What follows belongs to an exercise in optimizing a design on an open flow for small area; a production flow would make more cautious choices. RTL that was checked went through simulation tests only; none was proved equivalent to the original. The RTL of runs 4 to 6 was laid out without a check of its function. Power figures rest on the tool's default switching activity, not on a simulated workload.

==> design.v <==
`timescale 1ns / 1ps
module dragonbridge_top(
		input wire clk,
		input wire rst_n,
		output wire[2:0] led,
		input wire rxd,
		output wire txd,
		output wire cs_n,
		output wire sck,
		output wire mosi,
		input wire miso,
		input wire i2c_sda_i,
		output wire i2c_sda_o,
		output wire i2c_scl_o
	);
	reg rst_s;
	reg rst;
	always @(posedge clk)
	begin
		rst_s <= ~rst_n;
		rst <= rst_s;
	end
	localparam[4:0] S_IDLE    = 5'h00;
	localparam[4:0] A_TEST    = 5'h01;
	localparam[4:0] A_BAUDH   = 5'h02;
	localparam[4:0] A_SPISPD  = 5'h03;
	localparam[4:0] A_SPIMODE = 5'h04;
	localparam[4:0] A_CS      = 5'h05;
	localparam[4:0] A_SPIGET  = 5'h06;
	localparam[4:0] A_I2CH    = 5'h07;
	localparam[4:0] I_DLY2S   = 5'h08;	 
	localparam[4:0] I_DLY2P   = 5'h09;
	localparam[4:0] A_WRGET   = 5'h0A;
	localparam[4:0] I_DLY2R   = 5'h0B;
	localparam[4:0] A_HACK    = 5'h0C;
	localparam[4:0] S_DLY     = 5'h0D;	 
	localparam[4:0] A_BAUDL   = 5'h10;
	localparam[4:0] A_I2CL    = 5'h11;
	localparam[4:0] S_SRQ     = 5'h12;	 
	localparam[4:0] S_SGT     = 5'h13;	 
	localparam[4:0] S_TXST    = 5'h14;	 
	localparam[4:0] S_TXW     = 5'h15;	 
	localparam[4:0] S_RDY     = 5'h16;	 
	localparam[4:0] I_DLY1    = 5'h17;
	localparam[4:0] I_FLAG    = 5'h18;	 
	localparam[4:0] I_CLK     = 5'h19;	 
	localparam[4:0] I_ACT     = 5'h1A;	 
	reg[4:0] st;
	reg[1:0] op;	 
	reg[8:0] udiv;	 
	reg bhi;
	reg[7:0] sdiv;
	reg cpol;
	reg cpha;
	reg cs_r;
	reg[15:0] idiv;
	reg hack;
	reg rx_s;
	reg rx_act;
	reg[8:0] rx_tmr;
	reg[9:0] rx_fr;
	wire rx_time = (rx_tmr == udiv);
	wire rdy = ~rx_fr[0] & ~rx_act;
	wire[7:0] rb = rx_fr[8:1];
	always @(posedge clk)
	begin
		rx_s <= rxd;
		if(rst)
			rx_act <= 1'b0;
		else if(~rx_fr[0] & rx_act)
			rx_act <= 1'b0;
		else if(~rx_s)
			rx_act <= 1'b1;
		if(~rx_act)
			rx_tmr <= {1'b0, udiv[8:1]};
		else if(rx_time)
			rx_tmr <= 9'd0;
		else
			rx_tmr <= rx_tmr + 9'd1;
		if(rst | ~rx_act)
			rx_fr <= 10'h3FF;
		else if(rx_time)
			rx_fr <= {rx_s, rx_fr[9:1]};
	end
	reg[8:0] D;	 
	reg[8:0] T;	 
	reg[3:0] C;	 
	reg txd_r;
	reg ack;
	reg sck_r;
	reg mosi_r;
	reg scl_r;
	reg sda_r;
	reg[15:0] cnt;
	wire p1 = (cnt == 16'd0);
	wire p2 = (cnt == {1'b0, idiv[15:1]});
	wire clk_act = (st == I_CLK) | (st == I_ACT);
	wire t_udiv = (T == udiv);
	wire t_sdiv = (T[7:0] == sdiv);
	wire pulse = (T[7:0] == 8'd0);
	wire c15 = (C == 4'hF);
	wire spi_last = (st == S_SGT) & pulse & c15;
	wire i_p1h = p1 & scl_r;
	wire i_p1l = p1 & ~scl_r;
	assign led = {cs_n, txd, rxd};
	assign txd = txd_r;
	assign cs_n = cs_r;
	assign sck = sck_r;
	assign mosi = mosi_r;
	assign i2c_sda_o = sda_r;
	assign i2c_scl_o = scl_r;
	always @(posedge clk)
	begin
		if(rst)
			cnt <= 16'd0;
		else if(cnt == idiv)
			cnt <= 16'd0;
		else
			cnt <= cnt + 16'd1;
		if(rst)
			scl_r <= 1'b1;
		else if(clk_act & p2)
			scl_r <= ~scl_r;
		if(rst)
			sda_r <= 1'b1;
		else if(((st == I_FLAG) | (st == I_CLK)) & ~op[1] & i_p1l)
			sda_r <= ~op[0];
		else if((st == I_CLK) & i_p1h)
			sda_r <= op[0];
		else if((st == I_ACT) & i_p1l)
			sda_r <= D[8];
		if((st == I_ACT) & i_p1h & c15)
			ack <= i2c_sda_i;
		case(st)
			S_SRQ, S_SGT: T <= (spi_last | t_sdiv) ? 9'd0 : T + 9'd1;
			S_TXW: T <= t_udiv ? 9'd0 : T + 9'd1;
			default: T <= 9'd0;
		endcase
		if(st == S_SRQ)
			C <= 4'd0;
		else if(st == S_SGT)
		begin
			if(pulse & ~c15)
				C <= C + 4'd1;
		end
		else if((st == I_FLAG) & op[1] & i_p1h)
			C <= 4'd6;
		else if((st == I_ACT) & i_p1l)
			C <= C + 4'd1;
		case(st)
			S_IDLE: if(rdy)
			begin
				if(rb == 8'h0B)
					D <= {~hack, 8'hFF};
				else
					D <= {8'h80, ~ack};
			end
			A_TEST, A_SPIGET, A_WRGET: if(rdy) D <= {1'b1, rb};
			S_SGT: if(pulse & C[0]) D <= {D[7:0], miso};
			I_FLAG: if(op[1] & i_p1h) D <= {D[7:0], D[8]};
			I_ACT: if(i_p1h)
			begin
				if(c15)
					D[8] <= 1'b1;
				else if(C != 4'd6)
					D <= {D[7:0], i2c_sda_i};
			end
			S_TXST: D[8] <= 1'b1;
			S_TXW: if(t_udiv) D <= {1'b0, D[8:1]};
			default: ;
		endcase
		if(rst)
			txd_r <= 1'b1;
		else if(st == S_TXST)
			txd_r <= 1'b0;
		else if((st == S_TXW) & t_udiv)
			txd_r <= D[0] | (D == 9'd0);
		if((st == A_BAUDH) & rdy)
			bhi <= rb[0];
		if(rst)
			st <= S_IDLE;
		else case(st)
			S_IDLE: if(rdy)
			begin
				op <= rb[1:0];
				st <= ((rb[7:4] == 4'h0) && (rb[3:1] != 3'b111)) ? {1'b0, rb[3:0]} : S_IDLE;
			end
			A_TEST: if(rdy) st <= S_TXST;
			A_BAUDH: if(rdy) st <= A_BAUDL;
			A_SPISPD, A_SPIMODE, A_CS, A_HACK, A_BAUDL, A_I2CL: if(rdy) st <= S_IDLE;
			A_SPIGET: if(rdy) st <= S_SRQ;
			A_I2CH: if(rdy) st <= A_I2CL;
			A_WRGET: if(rdy) st <= I_DLY1;
			I_DLY2S, I_DLY2P, I_DLY2R: st <= I_DLY1;
			S_DLY: st <= S_TXST;
			S_SRQ: st <= S_SGT;
			S_SGT: if(spi_last) st <= S_DLY;
			S_TXST: st <= S_TXW;
			S_TXW: if(t_udiv & (D == 9'd0)) st <= S_RDY;
			S_RDY: st <= S_IDLE;
			I_DLY1: st <= I_FLAG;
			I_FLAG: if(i_p1h) st <= op[1] ? I_ACT : I_CLK;
			I_CLK: if(i_p1h) st <= S_RDY;
			I_ACT: if(i_p1h & c15) st <= op[0] ? S_DLY : S_RDY;
			default: st <= S_IDLE;
		endcase
	end
	always @(posedge clk or posedge rst)
	begin
		if(rst)
		begin
			sck_r <= 1'b0;
			mosi_r <= 1'b0;
		end
		else
		begin
			if(st != S_SGT)
				sck_r <= cpol;
			else if(pulse)
				sck_r <= c15 ? cpol : ~sck_r;
			if((st == S_SRQ) & ~cpha)
				mosi_r <= D[7];
			else if((st == S_SGT) & pulse & ~c15)
			begin
				if(cpha & ~C[0])
					mosi_r <= D[7];
				else if(~cpha & C[0])
					mosi_r <= D[6];
			end
		end
	end
	always @(posedge clk or posedge rst)
	begin
		if(rst)
		begin
			udiv <= 9'd433;
			sdiv <= 8'h00;
			cpol <= 1'b0;
			cpha <= 1'b0;
			cs_r <= 1'b0;
			idiv <= 16'h0000;
			hack <= 1'b0;
		end
		else if(rdy)
		begin
			case(st)
				A_BAUDL: udiv <= {bhi, rb};
				A_SPISPD: sdiv <= rb;
				A_SPIMODE:
				begin
					cpha <= rb[0];
					cpol <= rb[1];
				end
				A_CS: cs_r <= rb[0];
				A_I2CH: idiv[15:8] <= rb;
				A_I2CL: idiv[7:0] <= rb;
				A_HACK: hack <= rb[0];
				default: ;
			endcase
		end
	end
endmodule
==> run.sh <==
#!/bin/bash
# synth_recipe.tcl (not shown) runs the flow's synth.tcl, then flattens the netlist and writes it again
# the make line also repeats each setting of config.mk as NAME=value (left out here)
make -C /OpenROAD-flow-scripts/flow DESIGN_CONFIG=/design/flow/config.mk WORK_HOME=/design/flow/orfs CLKGATE_MAP_FILE= SYNTH_SCRIPT=/design/flow/synth_recipe.tcl finish
==> config.mk <==
export PLATFORM = sky130hd
export DESIGN_NAME = dragonbridge_top
export DESIGN_NICKNAME = dragonbridge_top
export VERILOG_FILES = /design/flow/design.v
export SDC_FILE = /design/flow/constraint.sdc
export NUM_CORES = 4
export LEC_CHECK = 0
export ABC_AREA = 1
export CAP_MARGIN = 20
export CORE_MARGIN = 2
export CORE_UTILIZATION = 40
export PLACE_DENSITY = 0.6
export SLEW_MARGIN = 20
==> constraint.sdc <==
create_clock -name core_clock -period 10.0 [get_ports {clk}]
set_input_delay 2.0000 -clock core_clock [delete_from_list [all_inputs] [get_ports {clk}]]
set_output_delay 2.0000 -clock core_clock [all_outputs]
set_load 0.01 [all_outputs]
==> run_results.csv, run 1 <==
group,metric,value,unit
run_status,run_status,"no timing/DRC/antenna violations",
pwr,clock_power_share,0.423,
setup_path,critPathTopFamily,"buffers and inverters",
grt,grt_util_all_layers,0.189,
grt,first_global_vias,4782,
setup_path,max_stage_delay,530,ps
timing,setup_tns,0,ps
layout,fillers,1564,
synthesis,synth-edff-count,13,
route,routedWlPerCell,14.0,microns
route,initialDrtViolationCount,402,
setup_path,path_class,"in2out",
floorplanning,rows,45,
route,ant_nets,0,
clock_tree,cts.clk_slew.worst_paths,70,ps
clock_tree,postCtsHoldBufs,0,
setup_path,crit_top_cell,"clkdlybuf4s50_1",
layout,design_area,6800,sq um
pwr,netSwitchingPower,191,uW
synthesis,synthFlopType,"dfxtp_1",
floorplanning,core-area,15300,sq um
grt,grt_pass1_wl,24.6,mm
route,via_per_inst,5.03,
floorplanning,die_w,129,microns
placement,place_hpwl,11.2,mm
timing,fin_crit_sh,0.500,
synthesis,seq_area_frac_synth,0.412,
setup_path,crit_fanout,2,
layout,area_growth,8.91,%
timing,fmax,200,MHz
timing,setup-violations-final,0,
synthesis,ys_ff_latch,112,
grt,overflow,0,
floorplanning,die_area,16600,sq um
layout,final_cell_mix,"nand2_1, inv_1, nor2_1",
floorplanning,start_util,0.409,
run,drv_cap,0,
placement,dp_worst_setup_slack,5000,ps
grt,antenna_found_initial,0,
pwr,pwr-share-seq,0.549,
synthesis,synth_cell_types,41,
pwr,comb_power_share,0.028,
synthesis,yosys_warnings,1,
hold_path,hp-class,"reg2reg",
timing,setup_ws,5000,ps
clock_tree,clockRootBuffer,"clkbuf_16",
setup_path,timing.rr.start,"st[4]$_SDFFE_PP0P_",
layout,finalNetCount,861,
hold_path,hold_depth,0,
floorplanning,dieHeight,129,microns
clock_tree,cts_resized,0,
pwr,p_int,657,uW
clock_tree,clock_path_buffers,2,
layout,final_common_cell,"nand2_1",
timing,min_period,5000,ps
synthesis,avgSynthCellArea,7.39,sq um
clock_tree,clock-sinks,112,
setup_path,crit_buf_inv,2,
timing,hold_viol_final,0,
layout,n_antenna_cell,0,
pwr,swShare,0.226,
setup_path,critPathLaunchType,"input pin",
setup_path,critPathRequiredTime,8000,ps
route,vias,5357,
setup_path,end_kind,"primary output",
route,drc_errors,0,
layout,drive_above_1_share,0.0726,
synthesis,synth_cells,845,
clock_tree,numCtsBuffers,9,
setup_path,cp_num_cells,2,
timing,fin_skew,14.1,ps
clock_tree,cts_tree,"yes",
pwr,ir_drop,0.0912,mV
timing,relSlewSlack,0.526,
pwr,p_leak,3.02,nW
timing,rsz0062_at_grt,"false",
clock_tree,insertion_delay,360,ps
setup_path,r2r_end,"D[5]$_DFFE_PP_",
synthesis,synthArstFlopShare,0.348,
clock_tree,h-tree-depth,3,
timing,drv_slew,0,
pwr,power_density,125,nW/um^2
setup_path,r2r_slack,7350,ps
route,drt-total-wl,15.0,mm
setup_path,r2r_cells,8,
setup_path,critPathArrivalTime,3000,ps
placement,gp_congestion,0.867,
clock_tree,cts_setup_buffers,0,
synthesis,syn_nets,857,
hold_path,hold_start,"rst_s$_DFF_P_",
hold_path,min_to,"rst$_DFF_P_",
grt,grt_max_degree,49,
placement,dpl_cell_area,6510,sq um
timing,tightestPinTransition,709,ps
route,first_pass_iters,5,
floorplanning,ioPinCount,14,
setup_path,cpMaxStageDelayCell,"clkdlybuf4s50_1",
pwr,total_power,848,uW
setup_path,crit_chain,"clkdlybuf4s50_1 > clkdlybuf4s50_1",
synthesis,syn-cell-area,6250,sq um
placement,io_buffers,13,
## through the flow
step           std cells  utilization  hold slack [ps]
2_1_floorplan        845            -              310
5_1_grt             1065        0.446              336
4_1_cts             1065        0.446              334
3_3_place_gp        1049        0.427              311
3_5_place_dp        1049        0.427              316
6_report            1065        0.446              331
## cells by family (layout without fill, tap and decap cells)
logic type	after synthesis	in the layout	share of synthesized area
adder cells (fa/ha/maj)	7	7	0.0140
flip-flops	112	112	0.412
buffers and inverters	123	132	0.0833
AO/OA/AOI/OAI	107	107	0.0999
AND/OR/NAND/NOR	441	441	0.314
XOR/XNOR	55	55	0.0771
## cell usage after synthesis (5+ instances only)
cell type / n / area, sq um
nand2_1: 205 / 769
inv_1: 96 / 360
nor2_1: 91 / 342
nand3_1: 69 / 345
dfxtp_1: 60 / 1200
o21ai_0: 51 / 255
dfrtp_1: 34 / 851
xnor2_1: 30 / 263
xor2_1: 25 / 219
nand4_1: 24 / 150
a21oi_1: 22 / 110
nor3_1: 17 / 85.1
edfxtp_1: 13 / 390
o211ai_1: 11 / 82.6
nand2_2: 9 / 56.3
ha_1: 7 / 87.6
nor2_2: 7 / 43.8
o22ai_1: 7 / 43.8
or2_2: 7 / 43.8
inv_2: 6 / 22.5
buf_2: 5 / 25.0
buf_4: 5 / 37.5
dfstp_2: 5 / 131
o2111ai_1: 5 / 43.8
## worst max-delay path by stage
stage,from,to
after floorplan,rxd,led[0]
after global placement,rxd,led[0]
after detailed placement,rxd,led[0]
after CTS,rxd,led[0]
after global routing,rxd,led[0]
final,rxd,led[0]
## power groups by stage
stage | combinational [mW] | sequential (mW) | clock (mW)
after floorplan | 0.0192 | 0.473 | 0
after global placement | 0.0239 | 0.475 | 0
after detailed placement | 0.0241 | 0.475 | 0
after CTS | 0.0242 | 0.465 | 0.367
after global routing | 0.0274 | 0.466 | 0.386
final | 0.0238 | 0.465 | 0.359
## cell type report
| type | instances | area [sq um] | share of cell area |
|---|---|---|---|
| well taps | 211 | 264 | 0.0388 |
| repair buffers | 14 | 138 | 0.0202 |
| flip-flops and latches | 112 | 2570 | 0.378 |
| clock buffers | 12 | 256 | 0.0377 |
| inverters | 102 | 383 | 0.0563 |
| multi-input cells | 610 | 3150 | 0.463 |
| clock inverters | 4 | 36.3 | 0.00533 |
## flip-flops by register name (all words and copies together), names as in the netlist, 2 cells and up
name,cells
C,4
rx_fr,10
T,9
udiv,9
rx_tmr,9
D,9
st,5
op,2
cnt,16
idiv,16
sdiv,8
## metal layers
layer / share of wire / up-vias / wire length [microns] / global-route usage
li1: - / 2751 / - / -
met1: 0.48 / 2446 / 7240 / 0.266
met2: 0.44 / 150 / 6630 / 0.299
met3: 0.061 / 10 / 914 / 0.0383
met4: 0.012 / 0 / 179 / 0.0480
met5: 0 / - / 0 / 0
==> inputs of run 2 (changes only) <==
--- a/config.mk
+++ b/config.mk
@@ -5,9 +5,11 @@
 export SDC_FILE = /design/flow/constraint.sdc
 export NUM_CORES = 4
 export LEC_CHECK = 0
-export ABC_AREA = 1
 export CAP_MARGIN = 20
 export CORE_MARGIN = 2
 export CORE_UTILIZATION = 40
+export CTS_BUF_LIST = sky130_fd_sc_hd__clkbuf_8
+export CTS_CLUSTER_DIAMETER = 100
+export CTS_CLUSTER_SIZE = 30
 export PLACE_DENSITY = 0.6
 export SLEW_MARGIN = 20
==> run 2 against run 1 <==
Against the previous run: critical path type unchanged; core utilization down 1.4 points; synthesized area down 2.5%; still clean on timing, DRC and antenna; worst hold slack gained 4.9 ps; sequential cell count unchanged; clock-buffer cell count down 2; clock power decreased by about 20%; final area decreased by 4.5%; synthesized cell count shrank 23%; non-clock buffer count up 3.
==> run_results.csv, run 2 <==
group,metric,value,unit
grt,grt_util_all_layers,0.188,
setup_path,crit_top_cell,"clkdlybuf4s50_1",
setup_path,critPathRequiredTime,8000,ps
route,drc_errors,0,
setup_path,critPathTopFamily,"buffers and inverters",
clock_tree,clockRootBuffer,"clkbuf_8",
synthesis,synthTopCellsByArea,"dfxtp_1, dfrtp_1, xnor2_1, mux2_2, edfxtp_1",
synthesis,synth_largest_area_cell,"dfxtp_1",
placement,io_buffers,13,
floorplanning,start_util,0.405,
clock_tree,clock_path_buffers,2,
setup_path,cp_num_cells,2,
synthesis,avgSynthCellArea,9.33,sq um
setup_path,crit_fanout,2,
synthesis,syn-cell-area,6090,sq um
timing,fin_crit_sh,0.500,
placement,gp_congestion,0.902,
timing,setup-violations-final,0,
grt,grt_pass1_wl,23.9,mm
route,initialDrtViolationCount,548,
clock_tree,cts.clk_slew.worst_paths,100,ps
route,met2WireLength,6.71,mm
route,first_pass_iters,6,
hold_path,hp-class,"reg2reg",
layout,n_antenna_cell,0,
route,wl_met3,866,microns
layout,final_cell_mix,"dfxtp_1, nor2_1, nand2_1",
floorplanning,die_area,16200,sq um
setup_path,critPathArrivalTime,3000,ps
clock_tree,numCtsBuffers,9,
timing,tightestPinTransition,986,ps
synthesis,synthArstFlopShare,0.348,
grt,antenna_found_initial,0,
floorplanning,rows,45,
layout,largest_registers,"cnt: 16 flops, idiv: 16 flops, rx_fr: 10 flops",
grt,overflow,0,
pwr,power_density,116,nW/um^2
setup_path,end_kind,"primary output",
synthesis,synth_common_cells,"dfxtp_1, nor2_1, nand2_1",
synthesis,synth-edff-count,13,
synthesis,ys_ff_latch,112,
floorplanning,die_w,127,microns
clock_tree,insertion_delay,400,ps
setup_path,critPathLaunchType,"input pin",
hold_path,hold_depth,0,
route,highest_layer,"met4",
setup_path,cpMaxStageDelayCell,"clkdlybuf4s50_1",
route,vias,4684,
clock_tree,cts_tree,"yes",
route,routedWlPerCell,17.6,microns
timing,fmax,200,MHz
pwr,ir_drop,0.0846,mV
grt,grt_max_degree,45,
timing,setup_tns,0,ps
pwr,p_leak,2.58,nW
timing,min_period,5000,ps
timing,drv_slew,0,
placement,place_hpwl,10.1,mm
layout,final_core_util,0.432,
synthesis,yosys.area.top_type_share,0.197,
clock_tree,cts_resized,0,
setup_path,crit_chain,"clkdlybuf4s50_1 > clkdlybuf4s50_1",
synthesis,yosys_warnings,1,
layout,drive_above_1_share,0.116,
setup_path,path_class,"in2out",
clock_tree,clock-sinks,112,
route,drt-total-wl,14.6,mm
synthesis,syn_nets,665,
setup_path,max_stage_delay,540,ps
floorplanning,dieHeight,127,microns
run_status,run_status,"no timing/DRC/antenna violations",
layout,finalNetCount,645,
synthesis,synth_cell_types,65,
clock_tree,h-tree-depth,3,
setup_path,crit_buf_inv,2,
synthesis,synth_cells,653,
grt,first_global_vias,4556,
setup_path,r2r_cells,5,
route,ant_nets,0,
route,wirelength_met1,6.69,mm
timing,relSlewSlack,0.342,
floorplanning,ioPinCount,14,
synthesis,synthFlopType,"dfxtp_1",
timing,rsz0062_at_grt,"false",
layout,area_growth,6.67,%
route,via_per_inst,5.67,
run,drv_cap,0,
timing,hold_viol_final,0,
floorplanning,core-area,15000,sq um
clock_tree,cts_setup_buffers,0,
timing,fin_skew,10.1,ps
clock_tree,postCtsHoldBufs,0,
synthesis,seq_area_frac_synth,0.422,
[run 2: cell count changes after synthesis, moves of 10 or more]
cell      previous run  this run
inv_1               96        20
xor2_1              25        35
nand3_1             69        31
clkbuf_1             4        33
o21ai_0             51        12
mux2i_1              0        12
mux2_2               0        39
nor4_1               1        11
xnor2_1             30        56
nor2_1              91        60
nand2_1            205        57
[run 2: logic make-up (layout without fill, tap and decap cells)]
group,after synthesis,count (layout),share of synthesized area
AND/OR/NAND/NOR,233,233,0.189
flip-flops,112,112,0.422
AO/OA/AOI/OAI,91,91,0.105
XOR/XNOR,91,91,0.131
buffers and inverters,68,53,0.0462
multiplexers,51,51,0.0918
adder cells (fa/ha/maj),7,7,0.0144
[run 2: where the power goes]
part	switching, mW	internal [mW]	total (mW)
Combinational	0.00527	0.00321	0.00847
Sequential	0.00333	0.457	0.460
Clock	0.162	0.124	0.286
[run 2: area by class of cell]
cell class	count	area (sq um)
clock buffers	10	138
clock inverters	6	66.3
fillers	1444	8530
inverters	20	75.1
multi-input cells	473	3250
flip-flops and latches	112	2570
well taps	188	235
repair buffers	17	160
[run 2: per-layer routing]
layer / vias up / global-route usage
met4: 0 / 0.0692
met3: 24 / 0.0465
met2: 156 / 0.290
met5: - / 0
met1: 2266 / 0.255
li1: 2238 / -
[run 2: metrics by stage]
stage	instance area (sq um)	instances	power, mW	worst slack [ps]	hold WS, ps
floorplan	6090	653	0.474	5880	310
global placement	6290	810	0.478	4990	312
detailed placement	6290	810	0.479	4990	314
CTS	6500	826	0.761	4990	337
global route	6500	826	0.780	4960	354
finish	6500	826	0.754	5000	336
[run 2: worst paths after layout]
check	from	to	slack, ps
hold reg to reg	rst_s$_DFF_P_	rst$_DFF_P_	340
setup / recovery	rxd	led[0]	5000
max in group asynchronous	rst$_DFF_P_	mosi_r$_DFFE_PP0P_	9030
setup reg to reg	st[1]$_SDFFE_PP0P_	D[3]$_DFFE_PP_	6940
hold / removal	rst_s$_DFF_P_	rst$_DFF_P_	340
min in group asynchronous	rst$_DFF_P_	idiv[15]$_DFFE_PP0P_	580
==> inputs of run 3 (changes only) <==
--- a/config.mk
+++ b/config.mk
@@ -8,8 +8,5 @@
 export CAP_MARGIN = 20
 export CORE_MARGIN = 2
 export CORE_UTILIZATION = 40
-export CTS_BUF_LIST = sky130_fd_sc_hd__clkbuf_8
-export CTS_CLUSTER_DIAMETER = 100
-export CTS_CLUSTER_SIZE = 30
 export PLACE_DENSITY = 0.6
 export SLEW_MARGIN = 20
==> run 3 against run 2 <==
Against the previous run: still clean; combinational power rose by 0.5%; sequential cell count did not move; clock-buffer cell count did not move; global-route usage barely moved; sequential power barely moved.
==> run_results.csv, run 3 <==
group,metric,value,unit
timing,tightestPinTransition,984,ps
setup_path,r2r_cells,5,
synthesis,synth-edff-count,13,
layout,drive_above_1_share,0.116,
timing,rsz0062_at_grt,"false",
pwr,power_density,128,nW/um^2
timing,fin_skew,6.38,ps
synthesis,syn-cell-area,6090,sq um
clock_tree,clock-sinks,112,
hold_path,hold_depth,0,
grt,first_global_vias,4553,
setup_path,cpMaxStageDelayCell,"clkdlybuf4s50_1",
setup_path,critPathTopFamily,"buffers and inverters",
synthesis,synthMuxAreaShare,0.0918,
synthesis,synth_cells,653,
grt,grt_util_all_layers,0.187,
synthesis,synth_cell_types,65,
setup_path,crit_fanout,2,
floorplanning,die_area,16200,sq um
timing,drv_slew,0,
synthesis,synthTopCellsByArea,"dfxtp_1, dfrtp_1, xnor2_1, mux2_2, edfxtp_1",
setup_path,end_kind,"primary output",
synthesis,synth_largest_area_cell,"dfxtp_1",
layout,stdcell_count,826,
route,vias,4711,
timing,fmax,200,MHz
grt,grt_pass1_wl,24.0,mm
pwr,ir_drop,0.0920,mV
synthesis,synthFlopType,"dfxtp_1",
setup_path,path_class,"in2out",
clock_tree,numCtsBuffers,9,
setup_path,crit_buf_inv,2,
route,via_per_inst,5.70,
floorplanning,ioPinCount,14,
synthesis,yosys.area_share.simple,0.189,
grt,grt_max_degree,45,
grt,antenna_found_initial,0,
clock_tree,clockRootBuffer,"clkbuf_16",
layout,fillers,1425,
synthesis,synth-compound-area-share,0.105,
setup_path,max_stage_delay,540,ps
synthesis,synth_adder_area_share,0.0144,
clock_tree,insertion_delay,360,ps
synthesis,synth_top_family_by_area,"simple AND/OR/NAND/NOR gates",
synthesis,syn_nets,665,
setup_path,r2r_end,"D[3]$_DFFE_PP_",
synthesis,seq_area_frac_synth,0.422,
setup_path,critPathLaunchType,"input pin",
route,routedWlPerCell,17.6,microns
setup_path,timing.rr.start,"st[1]$_SDFFE_PP0P_",
clock_tree,postCtsHoldBufs,0,
hold_path,hold_start,"rst_s$_DFF_P_",
setup_path,critPathArrivalTime,3000,ps
layout,area_growth,8.34,%
setup_path,critPathRequiredTime,8000,ps
floorplanning,dieHeight,127,microns
floorplanning,die_w,127,microns
synthesis,ys_ff_latch,112,
synthesis,synthArstFlopShare,0.348,
clock_tree,cts_setup_buffers,0,
route,drt-total-wl,14.5,mm
setup_path,r2r_slack,6950,ps
clock_tree,clock_path_buffers,2,
setup_path,crit_chain,"clkdlybuf4s50_1 > clkdlybuf4s50_1",
synthesis,yosys_warnings,1,
run_status,run_status,"no timing/DRC/antenna violations",
clock_tree,cts_resized,0,
layout,multiInputGateArea,3250,sq um
hold_path,hp-class,"reg2reg",
layout,n_antenna_cell,0,
timing,setup_tns,0,ps
timing,min_period,5000,ps
route,first_pass_iters,7,
timing,fin_crit_sh,0.500,
run,drv_cap,0,
clock_tree,h-tree-depth,3,
synthesis,yosys.area.top_type_share,0.197,
clock_tree,cts_tree,"yes",
route,drc_errors,0,
layout,final_cell_mix,"dfxtp_1, nor2_1, nand2_1",
floorplanning,start_util,0.405,
placement,gp_congestion,0.902,
synthesis,synth_xor_area_frac,0.131,
timing,relSlewSlack,0.338,
timing,hold_viol_final,0,
placement,io_buffers,13,
timing,setup-violations-final,0,
pwr,p_leak,2.63,nW
setup_path,crit_top_cell,"clkdlybuf4s50_1",
synthesis,avgSynthCellArea,9.33,sq um
placement,place_hpwl,10.1,mm
synthesis,synth_common_cells,"dfxtp_1, nor2_1, nand2_1",
hold_path,min_to,"rst$_DFF_P_",
placement,dp.cells,810,
clock_tree,cts.clk_slew.worst_paths,70,ps
floorplanning,core-area,15000,sq um
route,initialDrtViolationCount,456,
layout,ff_latch_area,2570,sq um
route,ant_nets,0,
layout,finalNetCount,645,
floorplanning,rows,45,
grt,overflow,0,
layout,largest_registers,"cnt: 16 flops, idiv: 16 flops, rx_fr: 10 flops",
-- run 3: cell counts after synthesis --
No cell type changed its count.
-- run 3: report_power, final --
group | leakage (nW) | internal (mW) | switching, mW
Clock | 0.148 | 0.202 | 0.171
Sequential | 1.12 | 0.457 | 0.00324
Combinational | 1.36 | 0.00321 | 0.00530
-- run 3: worst max-delay path by stage --
stage	from	end	depth (start not counted)	slack (ps)
6_report	rxd	led[0]	2	5000
3_3_place_gp	rxd	led[0]	2	4990
2_1_floorplan	rxd	led[0]	1	5880
3_5_place_dp	rxd	led[0]	2	4990
4_1_cts	rxd	led[0]	2	4990
5_1_grt	rxd	led[0]	2	4960
-- run 3: stage by stage --
stage / power (mW) / setup slack, ps / instance area (sq um) / hold WS [ps] / utilization
2_1_floorplan: 0.474 / 5880 / 6090 / 310 / -
3_3_place_gp: 0.478 / 4990 / 6290 / 312 / 0.419
3_5_place_dp: 0.479 / 4990 / 6290 / 314 / 0.419
4_1_cts: 0.848 / 4990 / 6600 / 330 / 0.439
5_1_grt: 0.868 / 4960 / 6600 / 347 / 0.439
6_report: 0.842 / 5000 / 6600 / 329 / 0.439
-- run 3: metal layers --
metal / up-vias / global-route usage / routed length, microns
met4: 0 / 0.0633 / 348
met3: 29 / 0.0431 / 954
met1: 2268 / 0.258 / 6580
li1: 2243 / - / -
met2: 171 / 0.291 / 6650
met5: - / 0 / 0
-- run 3: cell families after synthesis --
| family | Yosys count |
|---|---|
| adders and majority gates | 7 |
| AOI/OAI and AO/OA | 91 |
| xor gates and xnor gates | 91 |
| DFF | 112 |
| and+or+nand+nor | 233 |
| buffers and inverters | 68 |
| muxes | 51 |
-- run 3: final cells by class --
type,count,area share
tap,188,0.0356
clock buffer,10,0.0362
clock inverter,6,0.0100
timing repair buffer,17,0.0243
sequential,112,0.390
inverter,20,0.0114
multi-input combinational,473,0.493
==> inputs of run 4 (changes only) <==
--- a/design.v
+++ b/design.v
@@ -232,12 +232,18 @@
 	always @(posedge clk or posedge rst)
 	begin
 		if(rst)
+			cs_r <= 1'b0;
+		else if(rdy & (st == A_CS))
+			cs_r <= rb[0];
+	end
+	always @(posedge clk)
+	begin
+		if(rst)
 		begin
 			udiv <= 9'd433;
 			sdiv <= 8'h00;
 			cpol <= 1'b0;
 			cpha <= 1'b0;
-			cs_r <= 1'b0;
 			idiv <= 16'h0000;
 			hack <= 1'b0;
 		end
@@ -251,7 +257,6 @@
 					cpha <= rb[0];
 					cpol <= rb[1];
 				end
-				A_CS: cs_r <= rb[0];
 				A_I2CH: idiv[15:8] <= rb;
 				A_I2CL: idiv[7:0] <= rb;
 				A_HACK: hack <= rb[0];
--- a/config.mk
+++ b/config.mk
@@ -7,6 +7,9 @@
 export LEC_CHECK = 0
 export CAP_MARGIN = 20
 export CORE_MARGIN = 2
-export CORE_UTILIZATION = 40
-export PLACE_DENSITY = 0.6
+export CORE_UTILIZATION = 60
+export CTS_BUF_LIST = sky130_fd_sc_hd__clkbuf_16
+export CTS_CLUSTER_DIAMETER = 400
+export CTS_CLUSTER_SIZE = 60
+export PLACE_DENSITY = 0.75
 export SLEW_MARGIN = 20
==> run 4 against run 3 <==
Against the previous run: register-to-register slack got worse by 150 ps; fmax about the same; critical path depth unchanged; die area decreased by 31%.
==> run_results.csv, run 4 <==
group,metric,value,unit
clock_tree,cts_setup_buffers,0,
layout,largest_registers,"cnt: 16 flops, idiv: 16 flops, rx_fr: 10 flops",
synthesis,synth_cells,716,
setup_path,r2r_end,"D[8]$_DFFE_PP_",
grt,grt_pass1_wl,24.1,mm
timing,min_period,5010,ps
route,drc_errors,0,
grt,grt_max_degree,42,
synthesis,yosys.area.top_type_share,0.310,
hold_path,hp-class,"reg2reg",
synthesis,synth-edff-count,13,
floorplanning,dieHeight,106,microns
hold_path,hold_start,"rst_s$_DFF_P_",
timing,fin_skew,9.83,ps
run,drv_cap,0,
clock_tree,cts_tree,"yes",
setup_path,critPathLaunchType,"input pin",
setup_path,cpMaxStageDelayCell,"clkdlybuf4s50_1",
grt,grt_util_all_layers,0.274,
grt,antenna_found_initial,0,
floorplanning,die_area,11200,sq um
floorplanning,core-area,10200,sq um
synthesis,synth_common_cells,"dfxtp_1, nand2_1, xnor2_1",
setup_path,timing.rr.start,"st[1]$_SDFFE_PP0P_",
setup_path,crit_buf_inv,2,
route,drt-total-wl,14.7,mm
clock_tree,numCtsBuffers,9,
timing,tightestPinTransition,978,ps
layout,n_antenna_cell,0,
floorplanning,ioPinCount,14,
floorplanning,die_w,106,microns
timing,rsz0062_at_grt,"false",
run_status,run_status,"no timing/DRC/antenna violations",
timing,drv_slew,0,
clock_tree,clock-sinks,112,
synthesis,syn_nets,728,
setup_path,crit_fanout,2,
placement,place_hpwl,10.2,mm
clock_tree,insertion_delay,360,ps
setup_path,critPathArrivalTime,3010,ps
clock_tree,clock_path_buffers,2,
setup_path,critPathRequiredTime,8000,ps
synthesis,ys_ff_latch,112,
timing,setup-violations-final,0,
synthesis,synthTopCellsByArea,"dfxtp_1, xnor2_1, edfxtp_1, mux2i_1, nand2_1",
route,first_pass_iters,8,
synthesis,synth_largest_area_cell,"dfxtp_1",
layout,final_cell_mix,"dfxtp_1, nand2_1, xnor2_1",
floorplanning,start_util,0.608,
pwr,p_leak,2.33,nW
grt,overflow,0,
layout,design_area,6590,sq um
setup_path,r2r_cells,5,
synthesis,synthArstFlopShare,0.0268,
placement,gp_congestion,0.889,
clock_tree,h-tree-depth,3,
floorplanning,rows,37,
clock_tree,cts_resized,0,
setup_path,critPathTopFamily,"buffers and inverters",
setup_path,end_kind,"primary output",
clock_tree,clockRootBuffer,"clkbuf_16",
route,ant_nets,0,
synthesis,synth_cell_types,73,
hold_path,hold_depth,0,
pwr,power_density,128,nW/um^2
placement,io_buffers,13,
placement,dpl_cell_area,6290,sq um
synthesis,yosys_warnings,1,
setup_path,crit_chain,"clkdlybuf4s50_1 > clkdlybuf4s50_1",
pwr,ir_drop,0.102,mV
setup_path,crit_top_cell,"clkdlybuf4s50_1",
route,via_per_inst,6.22,
timing,relSlewSlack,0.343,
timing,setup_tns,0,ps
synthesis,avgSynthCellArea,8.65,sq um
layout,drive_above_1_share,0.0677,
layout,finalNetCount,701,
synthesis,syn-cell-area,6190,sq um
route,routedWlPerCell,17.8,microns
synthesis,synth.most_common_cell,"dfxtp_1",
setup_path,path_class,"in2out",
clock_tree,postCtsHoldBufs,0,
synthesis,synthFlopType,"dfxtp_1",
clock_tree,cts.clk_slew.worst_paths,80,ps
route,vias,5166,
setup_path,max_stage_delay,530,ps
timing,hold_viol_final,0,
timing,fin_crit_sh,0.501,
layout,area_growth,6.36,%
timing,fmax,200,MHz
layout,final_common_cell,"dfxtp_1",
hold_path,min_to,"rst$_DFF_P_",
synthesis,seq_area_frac_synth,0.385,
setup_path,r2r_slack,6800,ps
route,initialDrtViolationCount,591,
grt,first_global_vias,4752,
==> run 4: cell type report <==
type / count / area [sq um]
Inverter: 28 / 105
Timing Repair Buffer: 20 / 180
Multi-Input combinational cell: 518 / 3440
Tap cell: 136 / 170
Fill cell: 851 / 3600
Sequential cell: 112 / 2390
Clock buffer: 9 / 225
Clock inverter: 7 / 76.3
==> run 4: kinds of logic (layout without fill, tap and decap cells) <==
kind of cell,after synthesis,count (layout),synth area share
and+or+nand+nor,271,271,0.229
AOI/OAI and AO/OA,118,118,0.131
DFF,112,112,0.385
buffers and inverters,86,64,0.0596
xor gates and xnor gates,84,84,0.119
muxes,38,38,0.0622
adders and majority gates,7,7,0.0141
==> run 4: worst max-delay path by stage <==
stage	from	endpoint	slack (ps)	depth (start not counted)
3_5_place_dp	rxd	led[0]	5000	2
5_1_grt	rxd	led[0]	4970	2
6_report	rxd	led[0]	4990	2
3_3_place_gp	rxd	led[0]	5000	2
4_1_cts	rxd	led[0]	4990	2
2_1_floorplan	rxd	led[0]	5880	1
==> run 4: metal layers <==
layer	vias to the layer above	global-route usage	share of wire
li1	2461	-	-
met1	2476	0.362	0.43
met2	202	0.441	0.47
met3	27	0.0625	0.073
met4	0	0.0977	0.023
met5	-	0	0
==> run 4: stage by stage <==
stage / hold WS [ps] / power, mW / worst slack (ps) / utilization / cells
finish: 334 / 0.844 / 4990 / 0.647 / 830
CTS: 337 / 0.851 / 4990 / 0.647 / 830
global route: 345 / 0.867 / 4970 / 0.647 / 830
detailed placement: 319 / 0.486 / 5000 / 0.617 / 814
floorplan: 127 / 0.481 / 5880 / - / 716
global placement: 310 / 0.485 / 5000 / 0.617 / 813
==> run 4: power breakdown <==
part           internal, mW  switching, mW
combinational       0.00684        0.00806
sequential            0.456        0.00483
clock                 0.197          0.171
total                 0.660          0.184
==> inputs of run 5 (changes only) <==
--- a/config.mk
+++ b/config.mk
@@ -8,8 +8,8 @@
 export CAP_MARGIN = 20
 export CORE_MARGIN = 2
 export CORE_UTILIZATION = 60
-export CTS_BUF_LIST = sky130_fd_sc_hd__clkbuf_16
+export CTS_BUF_LIST = sky130_fd_sc_hd__clkbuf_8
 export CTS_CLUSTER_DIAMETER = 400
-export CTS_CLUSTER_SIZE = 60
+export CTS_CLUSTER_SIZE = 40
 export PLACE_DENSITY = 0.75
 export SLEW_MARGIN = 20
==> run 5 against run 4 <==
Against the previous run: sequential share of layout area up 0.57 points; setup slack about the same; sequential cell count unchanged; clock-buffer cell count unchanged; final area down 1.5%; register-to-register slack better by 30 ps; first-iteration DRC count up 8.6%; fmax about the same; critical path depth unchanged; power down 11%.
==> run_results.csv, run 5 <==
group,metric,value,unit
synthesis,syn-cell-area,6190,sq um
grt,antenna_found_initial,0,
run_status,run_status,"no timing/DRC/antenna violations",
clock_tree,postCtsHoldBufs,0,
grt,overflow,0,
grt,first_global_vias,4768,
pwr,pwr-share-seq,0.612,
route,drc_errors,0,
pwr,power_density,116,nW/um^2
clock_tree,clockRootBuffer,"clkbuf_8",
setup_path,r2r_end,"D[8]$_DFFE_PP_",
hold_path,hp-class,"reg2reg",
timing,min_period,5010,ps
synthesis,synth_largest_area_cell,"dfxtp_1",
placement,dp_worst_setup_slack,5000,ps
placement,io_buffers,13,
route,ant_nets,0,
setup_path,max_stage_delay,530,ps
setup_path,timing.rr.start,"st[1]$_SDFFE_PP0P_",
route,drt-total-wl,14.8,mm
route,routedWlPerCell,17.8,microns
route,vias,5156,
clock_tree,cts.clk_slew.worst_paths,110,ps
timing,relSlewSlack,0.389,
synthesis,synthArstFlopShare,0.0268,
synthesis,synth_top_family_by_area,"simple AND/OR/NAND/NOR gates",
setup_path,critPathLaunchType,"input pin",
route,initialDrtViolationCount,642,
setup_path,critPathRequiredTime,8000,ps
synthesis,avgSynthCellArea,8.65,sq um
layout,n_antenna_cell,0,
clock_tree,numCtsBuffers,9,
layout,area_growth,4.73,%
synthesis,ys_ff_latch,112,
setup_path,crit_top_cell,"clkdlybuf4s50_1",
timing,fin_skew,16.5,ps
timing,setup_tns,0,ps
hold_path,hold_start,"rst_s$_DFF_P_",
synthesis,yosys.area.top_type_share,0.310,
floorplanning,rows,37,
clock_tree,clock_path_buffers,2,
timing,hold_viol_final,0,
pwr,swShare,0.228,
synthesis,yosys.area_share.simple,0.229,
clock_tree,h-tree-depth,3,
setup_path,cpMaxStageDelayCell,"clkdlybuf4s50_1",
route,first_pass_iters,6,
synthesis,yosys_warnings,1,
grt,grt_util_all_layers,0.273,
layout,final_cell_mix,"dfxtp_1, nand2_1, xnor2_1",
pwr,clock_power_share,0.368,
layout,drive_above_1_share,0.0677,
run,drv_cap,0,
synthesis,synthTopCellsByArea,"dfxtp_1, xnor2_1, edfxtp_1, mux2i_1, nand2_1",
pwr,p_leak,2.29,nW
pwr,p_int,582,uW
clock_tree,cts_tree,"yes",
timing,setup-violations-final,0,
setup_path,critPathArrivalTime,3010,ps
grt,grt_pass1_wl,24.1,mm
clock_tree,cts_resized,0,
grt,grt_max_degree,42,
placement,gp_congestion,0.889,
synthesis,synth_xor_area_frac,0.119,
hold_path,min_to,"rst$_DFF_P_",
synthesis,synth_adder_area_share,0.0141,
setup_path,crit_buf_inv,2,
timing,rsz0062_at_grt,"false",
synthesis,seq_area_frac_synth,0.385,
floorplanning,dieHeight,106,microns
layout,finalNetCount,701,
floorplanning,ioPinCount,14,
clock_tree,cts_setup_buffers,0,
synthesis,synth_common_cells,"dfxtp_1, nand2_1, xnor2_1",
pwr,netSwitchingPower,172,uW
floorplanning,start_util,0.608,
timing,tightestPinTransition,910,ps
layout,final_common_cell,"dfxtp_1",
timing,fin_crit_sh,0.501,
setup_path,crit_chain,"clkdlybuf4s50_1 > clkdlybuf4s50_1",
placement,dp.cells,814,
layout,stdcell_count,830,
setup_path,r2r_cells,5,
timing,drv_slew,0,
placement,place_hpwl,10.2,mm
synthesis,synth-edff-count,13,
setup_path,path_class,"in2out",
clock_tree,insertion_delay,380,ps
synthesis,synthMuxAreaShare,0.0622,
setup_path,r2r_slack,6830,ps
synthesis,synth-compound-area-share,0.131,
clock_tree,clock-sinks,112,
timing,setup_ws,4990,ps
setup_path,crit_fanout,2,
floorplanning,die_area,11200,sq um
floorplanning,die_w,106,microns
setup_path,critPathTopFamily,"buffers and inverters",
synthesis,syn_nets,728,
route,via_per_inst,6.21,
synthesis,synth.most_common_cell,"dfxtp_1",
floorplanning,core-area,10200,sq um
pwr,ir_drop,0.0738,mV
layout,largest_registers,"cnt: 16 flops, idiv: 16 flops, rx_fr: 10 flops",
synthesis,synth_cells,716,
pwr,comb_power_share,0.020,
setup_path,end_kind,"primary output",
hold_path,hold_depth,0,
synthesis,synth_cell_types,73,
timing,fmax,200,MHz
synthesis,synthFlopType,"dfxtp_1",
run 5: cell types whose count changed in the layout (fill, tap and decap cells not counted):
| cell | before | now |
|---|---|---|
| clkbuf_16 | 9 | 0 |
| clkbuf_8 | 0 | 9 |
run 5: final cells by class:
class                      instances  area, sq um
fill                             863         3700
multi-input combinational        518         3440
sequential                       112         2390
timing repair buffer              20          180
tap                              136          170
clock buffer                       9          124
inverter                          28          105
clock inverter                     7         76.3
run 5: worst max-delay path by stage:
stage | startpoint | endpoint | slack (ps) | depth (start not counted)
after floorplan | rxd | led[0] | 5880 | 1
after global placement | rxd | led[0] | 5000 | 2
after detailed placement | rxd | led[0] | 5000 | 2
after CTS | rxd | led[0] | 4990 | 2
after global routing | rxd | led[0] | 4970 | 2
final | rxd | led[0] | 4990 | 2
run 5: through the flow:
stage	cell area (sq um)	hold slack, ps	utilization	power, mW
4_1_cts	6490	345	0.637	0.762
6_report	6490	342	0.637	0.754
3_5_place_dp	6290	319	0.617	0.486
5_1_grt	6490	352	0.637	0.778
2_1_floorplan	6190	127	-	0.481
3_3_place_gp	6280	310	0.617	0.485
run 5: logic make-up after synthesis:
logic type                 Yosys count
and+or+nand+nor                    271
buffers and inverters               86
xor gates and xnor gates            84
AOI/OAI and AO/OA                  118
muxes                               38
adders and majority gates            7
DFF                                112
run 5: power by group through the flow:
stage / clock network, mW / logic, mW / registers, mW
floorplan: 0 / 0.0117 / 0.469
global placement: 0 / 0.0142 / 0.471
detailed placement: 0 / 0.0148 / 0.471
CTS: 0.286 / 0.0151 / 0.461
global route: 0.300 / 0.0164 / 0.462
finish: 0.278 / 0.0150 / 0.461
run 5: metal layers:
metal | vias up | part of all wire | GRT usage | wire length [microns]
li1 | 2466 | - | - | -
met1 | 2464 | 0.44 | 0.363 | 6520
met2 | 193 | 0.46 | 0.434 | 6850
met3 | 33 | 0.067 | 0.0618 | 991
met4 | 0 | 0.028 | 0.102 | 410
met5 | - | 0 | 0 | 0
==> inputs of run 6 (changes only) <==
==> flow/run.sh (new file) <==
#!/bin/bash
set -o pipefail
CTS="-sink_clustering_enable -repair_clock_nets -dont_use_dummy_load -buf_list sky130_fd_sc_hd__clkbuf_8 -sink_clustering_size 40 -sink_clustering_max_diameter 400"
bash standard.sh "BUFFER_PORTS_ARGS=-buffer_cell sky130_fd_sc_hd__buf_1" "CTS_ARGS=$CTS" finish > flow_make.log 2>&1
==> standard.sh (new file) <==
#!/bin/bash
# synth_recipe.tcl (not shown) runs the flow's synth.tcl, then flattens the netlist and writes it again
# the make line also repeats each setting of config.mk as NAME=value (left out here)
make -C /OpenROAD-flow-scripts/flow DESIGN_CONFIG=/design/flow/config.mk WORK_HOME=/design/flow/orfs CLKGATE_MAP_FILE= SYNTH_SCRIPT=/design/flow/synth_recipe.tcl "${@:-finish}"
--- a/config.mk
+++ b/config.mk
@@ -8,8 +8,5 @@
 export CAP_MARGIN = 20
 export CORE_MARGIN = 2
 export CORE_UTILIZATION = 60
-export CTS_BUF_LIST = sky130_fd_sc_hd__clkbuf_8
-export CTS_CLUSTER_DIAMETER = 400
-export CTS_CLUSTER_SIZE = 40
 export PLACE_DENSITY = 0.75
 export SLEW_MARGIN = 20
removed: run.sh
==> run 6 against run 5 <==
Against the previous run: first-iteration DRC count shrank 14%; fmax grew 18%; synthesized area is the same; final cell count shrank 0.96%; worst hold slack lost 3.2 ps; power shrank 8.4%; sequential cell count is the same; critical path type unchanged; highest routed layer unchanged.
==> run_results.csv, run 6 <==
group,metric,value,unit
synthesis,synthArstFlopShare,0.0268,
floorplanning,core-area,10200,sq um
clock_tree,cts_tree,"yes",
clock_tree,clock_path_buffers,2,
grt,grt_max_degree,42,
layout,stdcell_count,822,
layout,final_core_util,0.621,
setup_path,path_class,"in2out",
synthesis,avgSynthCellArea,8.65,sq um
setup_path,crit_chain,"buf_1 > buf_1",
pwr,ir_drop,0.0740,mV
timing,fin_crit_sh,0.423,
synthesis,syn_nets,728,
clock_tree,clock-sinks,112,
setup_path,critPathLaunchType,"input pin",
placement,dp.cells,813,
synthesis,yosys.area_share.simple,0.229,
route,ant_nets,0,
route,initialDrtViolationCount,549,
layout,final_cell_mix,"dfxtp_1, nand2_1, xnor2_1",
synthesis,synth.most_common_cell,"dfxtp_1",
floorplanning,rows,37,
floorplanning,start_util,0.608,
synthesis,synthMuxAreaShare,0.0622,
synthesis,yosys.area.top_type_share,0.310,
synthesis,synth-edff-count,13,
grt,overflow,0,
setup_path,cpMaxStageDelayCell,"buf_1",
synthesis,yosys_warnings,1,
timing,fin_skew,34.1,ps
clock_tree,cts_resized,0,
synthesis,synth_top_family_by_area,"simple AND/OR/NAND/NOR gates",
pwr,p_leak,2.21,nW
grt,grt_util_all_layers,0.273,
placement,gp_congestion,0.946,
grt,first_global_vias,5041,
timing,whs,339,ps
placement,place_hpwl,10.4,mm
layout,drive_above_1_share,0.0583,
synthesis,synthTopCellsByArea,"dfxtp_1, xnor2_1, edfxtp_1, mux2i_1, nand2_1",
clock_tree,cts.clk_slew.worst_paths,110,ps
pwr,power_density,109,nW/um^2
clock_tree,postCtsHoldBufs,0,
timing,fmax,237,MHz
synthesis,synth_cell_types,73,
synthesis,synth_xor_area_frac,0.119,
synthesis,syn-cell-area,6190,sq um
setup_path,crit_top_cell,"buf_1",
route,vias,5162,
route,drc_errors,0,
clock_tree,clockRootBuffer,"clkbuf_8",
synthesis,ys_ff_latch,112,
floorplanning,ioPinCount,14,
setup_path,max_stage_delay,150,ps
run,drv_cap,0,
synthesis,synthFlopType,"dfxtp_1",
timing,setup_ws,5770,ps
synthesis,synth_adder_area_share,0.0141,
floorplanning,die_w,106,microns
hold_path,hp-class,"reg2reg",
timing,drv_slew,0,
pwr,total_power,690,uW
setup_path,critPathArrivalTime,2230,ps
layout,largest_registers,"cnt: 16 flops, idiv: 16 flops, rx_fr: 10 flops",
synthesis,seq_area_frac_synth,0.385,
setup_path,critPathRequiredTime,8000,ps
clock_tree,h-tree-depth,3,
timing,setup-violations-final,0,
floorplanning,dieHeight,106,microns
setup_path,end_kind,"primary output",
layout,finalNetCount,700,
timing,setup_tns,0,ps
synthesis,synth_cells,716,
placement,dpl_cell_area,6200,sq um
synthesis,synth_common_cells,"dfxtp_1, nand2_1, xnor2_1",
route,drt-total-wl,14.7,mm
layout,design_area,6330,sq um
layout,area_growth,2.14,%
timing,hold_viol_final,0,
clock_tree,numCtsBuffers,9,
grt,antenna_found_initial,0,
setup_path,crit_fanout,2,
setup_path,crit_buf_inv,2,
route,first_pass_iters,6,
layout,n_antenna_cell,0,
placement,io_buffers,13,
route,routedWlPerCell,17.9,microns
floorplanning,die_area,11200,sq um
setup_path,critPathTopFamily,"buffers and inverters",
clock_tree,cts_setup_buffers,0,
placement,dp_worst_setup_slack,5770,ps
run_status,run_status,"no timing/DRC/antenna violations",
timing,min_period,4230,ps
timing,tightestPinTransition,884,ps
layout,final_common_cell,"dfxtp_1",
clock_tree,insertion_delay,380,ps
layout,fillers,881,
synthesis,synth_largest_area_cell,"dfxtp_1",
timing,relSlewSlack,0.410,
synthesis,synth-compound-area-share,0.131,
timing,rsz0062_at_grt,"false",
route,via_per_inst,6.28,
grt,grt_pass1_wl,24.5,mm
-- run 6: cell count changes in the layout (fill, tap and decap cells not counted), sizes merged --
cell | before | now
clkdlybuf4s50 | 13 | 0
buf | 7 | 19
inv | 30 | 27
clkinv | 3 | 1
bufinv | 1 | 0
clkinvlp | 1 | 0
-- run 6: power by group --
part,internal (mW),switching [mW],leakage [nW],total (mW)
sequential,0.456,0.00469,0.924,0.461
clock,0.0814,0.135,0.0647,0.216
combinational,0.00542,0.00810,1.22,0.0135
total,0.543,0.147,2.21,0.690
-- run 6: final timing paths --
check | startpoint | slack, ps | end | cells after the start
max in group asynchronous | rst$_DFF_P_ | 9170 | mosi_r$_DFFE_PP0P_ | 2
min in group asynchronous | rst$_DFF_P_ | 530 | cs_r$_DFFE_PP0P_ | 2
min | rst_s$_DFF_P_ | 340 | rst$_DFF_P_ | 0
max | rxd | 5770 | led[0] | 2
max reg2reg | st[1]$_SDFFE_PP0P_ | 6850 | D[8]$_DFFE_PP_ | 5
min reg2reg | rst_s$_DFF_P_ | 340 | rst$_DFF_P_ | 0
-- run 6: cell type report --
type,instances,area [sq um],area share
Tap cell,136,170,0.0269
Clock buffer,9,124,0.0196
Sequential cell,112,2390,0.377
Inverter,28,105,0.0166
Timing Repair Buffer,19,91.3,0.0144
Multi-Input combinational cell,518,3450,0.545
-- run 6: cells by family (layout without fill, tap and decap cells) --
logic type | count (synthesis) | count (layout)
AND/OR/NAND/NOR | 271 | 271
AO/OA/AOI/OAI | 118 | 118
flip-flops | 112 | 112
buffers and inverters | 86 | 56
XOR/XNOR | 84 | 84
multiplexers | 38 | 38
adder cells (fa/ha/maj) | 7 | 7
-- run 6: layer usage --
layer	share of wire	vias up	wire length [microns]	GRT usage
met3	0.072	39	1070	0.0618
met4	0.033	0	479	0.112
li1	-	2469	-	-
met5	0	-	0	0
met2	0.47	208	6880	0.447
met1	0.43	2446	6290	0.350
-- run 6: worst reg2reg max path: stages, from the launching register on --
cell	delay (ps)
dfxtp_1	910
nor2b_1	340
mux2i_1	120
nor3_1	690
mux2_2	410
or4_1	400
==> inputs of run 7 (changes only) <==
--- a/design.v
+++ b/design.v
@@ -140,7 +140,7 @@
 			C <= 4'd0;
 		else if(st == S_SGT)
 		begin
-			if(pulse & ~c15)
+			if(pulse)
 				C <= C + 4'd1;
 		end
 		else if((st == I_FLAG) & op[1] & i_p1h)
@@ -150,7 +150,7 @@
 		case(st)
 			S_IDLE: if(rdy)
 			begin
-				if(rb == 8'h0B)
+				if(rb[1])	 
 					D <= {~hack, 8'hFF};
 				else
 					D <= {8'h80, ~ack};
==> flow/run.sh (replaced) <==
#!/bin/bash
# Own layout flow. It runs the standard flow (standard.sh) with three changes:
#  - synthesis: synth_recipe.tcl unchanged, except that Yosys's final ABC technology
#    mapping uses the area-oriented script flow/area.abc instead of ORFS's speed script
#    (registers are mapped before ABC, so they are the standard synthesis's registers);
#  - port buffers: every input and output port still gets a buffer, but a buf_1;
#  - clock tree: TritonCTS without dummy loads, clkbuf_8 buffers.
# Each tool's full log stays in orfs/logs/...; make's own output goes to flow_make.log.
set -o pipefail
HERE=$(pwd)
export MY_ABC_SCRIPT=$HERE/flow/area.abc
cat > $HERE/my_synth.tcl <<EOT
proc abc {args} {
  set i [lsearch \$args -script]
  if {\$i >= 0} { lset args [expr {\$i+1}] \$::env(MY_ABC_SCRIPT) }
  yosys abc {*}\$args
}
EOT
cat $HERE/synth_recipe.tcl >> $HERE/my_synth.tcl
CTS="-sink_clustering_enable -repair_clock_nets -dont_use_dummy_load -buf_list sky130_fd_sc_hd__clkbuf_8 -sink_clustering_size 40 -sink_clustering_max_diameter 400"
bash standard.sh "SYNTH_SCRIPT=$HERE/my_synth.tcl" "BUFFER_PORTS_ARGS=-buffer_cell sky130_fd_sc_hd__buf_1" "CTS_ARGS=$CTS" finish > $HERE/flow_make.log 2>&1
==> flow/area.abc (new file) <==
strash
&get -n
&deepsyn -T 120
&put
dch -f
map -a
mfs2
strash
dch -f
map -a
topo
==> run 7 against run 6 <==
Against the previous run: global-route usage up 3.4 points; final area down 12%; combinational power down 7%; die area down 14%; synthesized area down 15%; sequential power about the same; worst hold slack worse by 0.63 ps; fmax about the same; critical endpoint unchanged; highest routed layer unchanged.
==> run_results.csv, run 7 <==
group,metric,value,unit
floorplanning,ioPinCount,14,
clock_tree,h-tree-depth,3,
setup_path,critPathArrivalTime,2230,ps
route,drc_errors,0,
setup_path,critPathRequiredTime,8000,ps
grt,grt_util_all_layers,0.307,
route,initialDrtViolationCount,434,
route,via_per_inst,6.25,
synthesis,synthArstFlopShare,0.0268,
setup_path,r2r_end,"D[5]$_DFFE_PP_",
layout,area_growth,5.77,%
layout,fillers,767,
floorplanning,dieHeight,97.9,microns
clock_tree,cts_resized,0,
floorplanning,die_area,9590,sq um
hold_path,hold_depth,0,
setup_path,end_kind,"primary output",
placement,place_hpwl,10.8,mm
clock_tree,numCtsBuffers,9,
setup_path,crit_top_cell,"buf_1",
timing,min_period,4230,ps
setup_path,cpMaxStageDelayCell,"buf_1",
layout,final_common_cell,"clkinv_1",
setup_path,crit_chain,"buf_1 > buf_1",
setup_path,max_stage_delay,150,ps
route,ant_nets,0,
hold_path,hp-class,"reg2reg",
pwr,ir_drop,0.0789,mV
clock_tree,insertion_delay,370,ps
synthesis,seq_area_frac_synth,0.451,
timing,tightestPinTransition,870,ps
synthesis,yosys.area.top_type_share,0.363,
clock_tree,postCtsHoldBufs,0,
floorplanning,start_util,0.613,
synthesis,yosys_warnings,1,
grt,grt_max_degree,19,
route,vias,5052,
setup_path,path_class,"in2out",
synthesis,synthFlopType,"dfxtp_1",
setup_path,crit_fanout,2,
pwr,total_power,689,uW
run,drv_cap,0,
floorplanning,rows,34,
hold_path,hold_start,"rst_s$_DFF_P_",
setup_path,r2r_cells,11,
placement,dpl_cell_area,5470,sq um
route,first_pass_iters,5,
setup_path,r2r_slack,6870,ps
synthesis,synthTopCellsByArea,"dfxtp_1, clkinv_1, edfxtp_1, nor2_1, o22ai_1",
route,routedWlPerCell,17.7,microns
layout,n_antenna_cell,0,
timing,drv_slew,0,
synthesis,synth.most_common_cell,"clkinv_1",
layout,drive_above_1_share,0.0186,
layout,design_area,5600,sq um
clock_tree,clock_path_buffers,2,
run_status,run_status,"no timing/DRC/antenna violations",
clock_tree,cts.clk_slew.worst_paths,90,ps
floorplanning,core-area,8640,sq um
timing,setup_tns,0,ps
clock_tree,cts_tree,"yes",
timing,fmax,237,MHz
pwr,power_density,123,nW/um^2
pwr,p_leak,1.79,nW
layout,final_cell_mix,"clkinv_1, dfxtp_1, nor2_1",
clock_tree,clockRootBuffer,"clkbuf_8",
timing,fin_skew,28.8,ps
synthesis,synth_largest_area_cell,"dfxtp_1",
grt,grt_pass1_wl,23.8,mm
grt,first_global_vias,4653,
clock_tree,cts_setup_buffers,0,
hold_path,min_to,"rst$_DFF_P_",
timing,hold_viol_final,0,
setup_path,timing.rr.start,"st[4]$_SDFFE_PP0P_",
placement,gp_congestion,0.977,
placement,io_buffers,13,
synthesis,avgSynthCellArea,7.79,sq um
timing,relSlewSlack,0.413,
synthesis,syn_nets,691,
grt,antenna_found_initial,0,
synthesis,ys_ff_latch,112,
setup_path,critPathLaunchType,"input pin",
setup_path,critPathTopFamily,"buffers and inverters",
synthesis,synth_cells,679,
synthesis,synth_common_cells,"clkinv_1, dfxtp_1, nor2_1",
synthesis,syn-cell-area,5290,sq um
setup_path,crit_buf_inv,2,
timing,setup-violations-final,0,
synthesis,synth-edff-count,13,
clock_tree,clock-sinks,112,
grt,overflow,0,
synthesis,synth_cell_types,35,
timing,rsz0062_at_grt,"false",
layout,finalNetCount,714,
layout,largest_registers,"cnt: 16 flops, idiv: 16 flops, rx_fr: 10 flops",
route,drt-total-wl,14.3,mm
timing,fin_crit_sh,0.423,
floorplanning,die_w,97.9,microns
-- run 7: cell types whose count changed after synthesis, moves of 23 or more --
cell	delta
mux2i_1	-34
clkinv_1	+125
xnor2_1	-58
inv_1	-27
nor2_1	+30
nor3_1	+23
o22ai_1	+39
clkbuf_1	-33
-- run 7: per-stage QoR --
stage               hold WS [ps]  setup WS (ps)  utilization  instances
floorplan                    195           5880            -        679
global placement             311           5760        0.633        799
detailed placement           320           5760        0.633        799
CTS                          342           5760        0.648        808
global route                 352           5710        0.648        808
finish                       338           5770        0.648        808
-- run 7: how the worst max path moves through the flow --
stage,start,to,slack [ps],cells after the start
floorplan,rxd,led[0],5880,1
global placement,rxd,led[0],5760,2
detailed placement,rxd,led[0],5760,2
CTS,rxd,led[0],5760,2
global route,rxd,led[0],5710,2
finish,rxd,led[0],5770,2
-- run 7: worst reg2reg max path: cells and delay by family, from the launching register on --
kind            cells  cell delay [ps]
simple gates        6             1440
buf+inv             4              780
flops               1              480
compound gates      1              140
-- run 7: logic make-up after synthesis --
group / count (synthesis) / synth area share
AOI/OAI and AO/OA: 196 / 0.235
xor gates and xnor gates: 11 / 0.0182
adders and majority gates: 7 / 0.0165
buffers and inverters: 129 / 0.0936
DFF: 112 / 0.451
and+or+nand+nor: 224 / 0.186
-- run 7: power breakdown --
part	switching (mW)	internal [mW]
logic	0.00847	0.00407
clock network	0.135	0.0814
registers	0.00433	0.456
-- run 7: cell type report --
cell class	count	area, sq um	area share
well taps	108	135	0.0241
flip-flops and latches	112	2390	0.426
repair buffers	15	63.8	0.0114
inverters	126	473	0.0845
clock buffers	9	124	0.0221
multi-input cells	438	2410	0.431
-- run 7: layer usage --
| metal | global-route usage | up-vias | share of wire |
|---|---|---|---|
| li1 | - | 2477 | - |
| met5 | 0 | - | 0 |
| met1 | 0.434 | 2343 | 0.45 |
| met2 | 0.479 | 202 | 0.46 |
| met4 | 0.0919 | 0 | 0.023 |
| met3 | 0.0623 | 30 | 0.066 |

[separate check: timing with driven ports]
Ports are ideal in the flow. The routed layouts listed here were re-timed in OpenROAD.
Step 1 assumes that a clkbuf_16 drives the clock port and a buf_2 every other input.
Step 2 adds t to the input delays and takes it off the output delays; t is the mean of the earliest and latest rising clock arrival at the registers after step 1. Input paths then give back, and output paths get back, about the clock's delay inside the block.
Three values: ideal, step 1, step 2; two values: the first two.
| run | t, ns | setup slack, ns | worst hold slack (ns) |
|---|---|---|---|
| run 1 | 0.393 | 5.003 / 4.980 / 4.980 | 0.331 / 0.331 / 0.331 |
| run 2 | 0.432 | 4.995 / 4.974 / 4.974 | 0.336 / 0.336 / 0.336 |
| run 3 | 0.395 | 4.995 / 4.974 / 4.974 | 0.329 / 0.329 / 0.329 |
| run 4 | 0.397 | 4.995 / 4.969 / 4.969 | 0.334 / 0.334 / 0.334 |
| run 5 | 0.414 | 4.995 / 4.969 / 4.969 | 0.342 / 0.342 / 0.342 |
| run 6 | 0.400 | 5.773 / 5.748 / 5.748 | 0.339 / 0.339 / 0.339 |
| run 7 | 0.395 | 5.773 / 5.750 / 5.750 | 0.338 / 0.338 / 0.338 |
After both steps setup and hold are still met in every run listed.
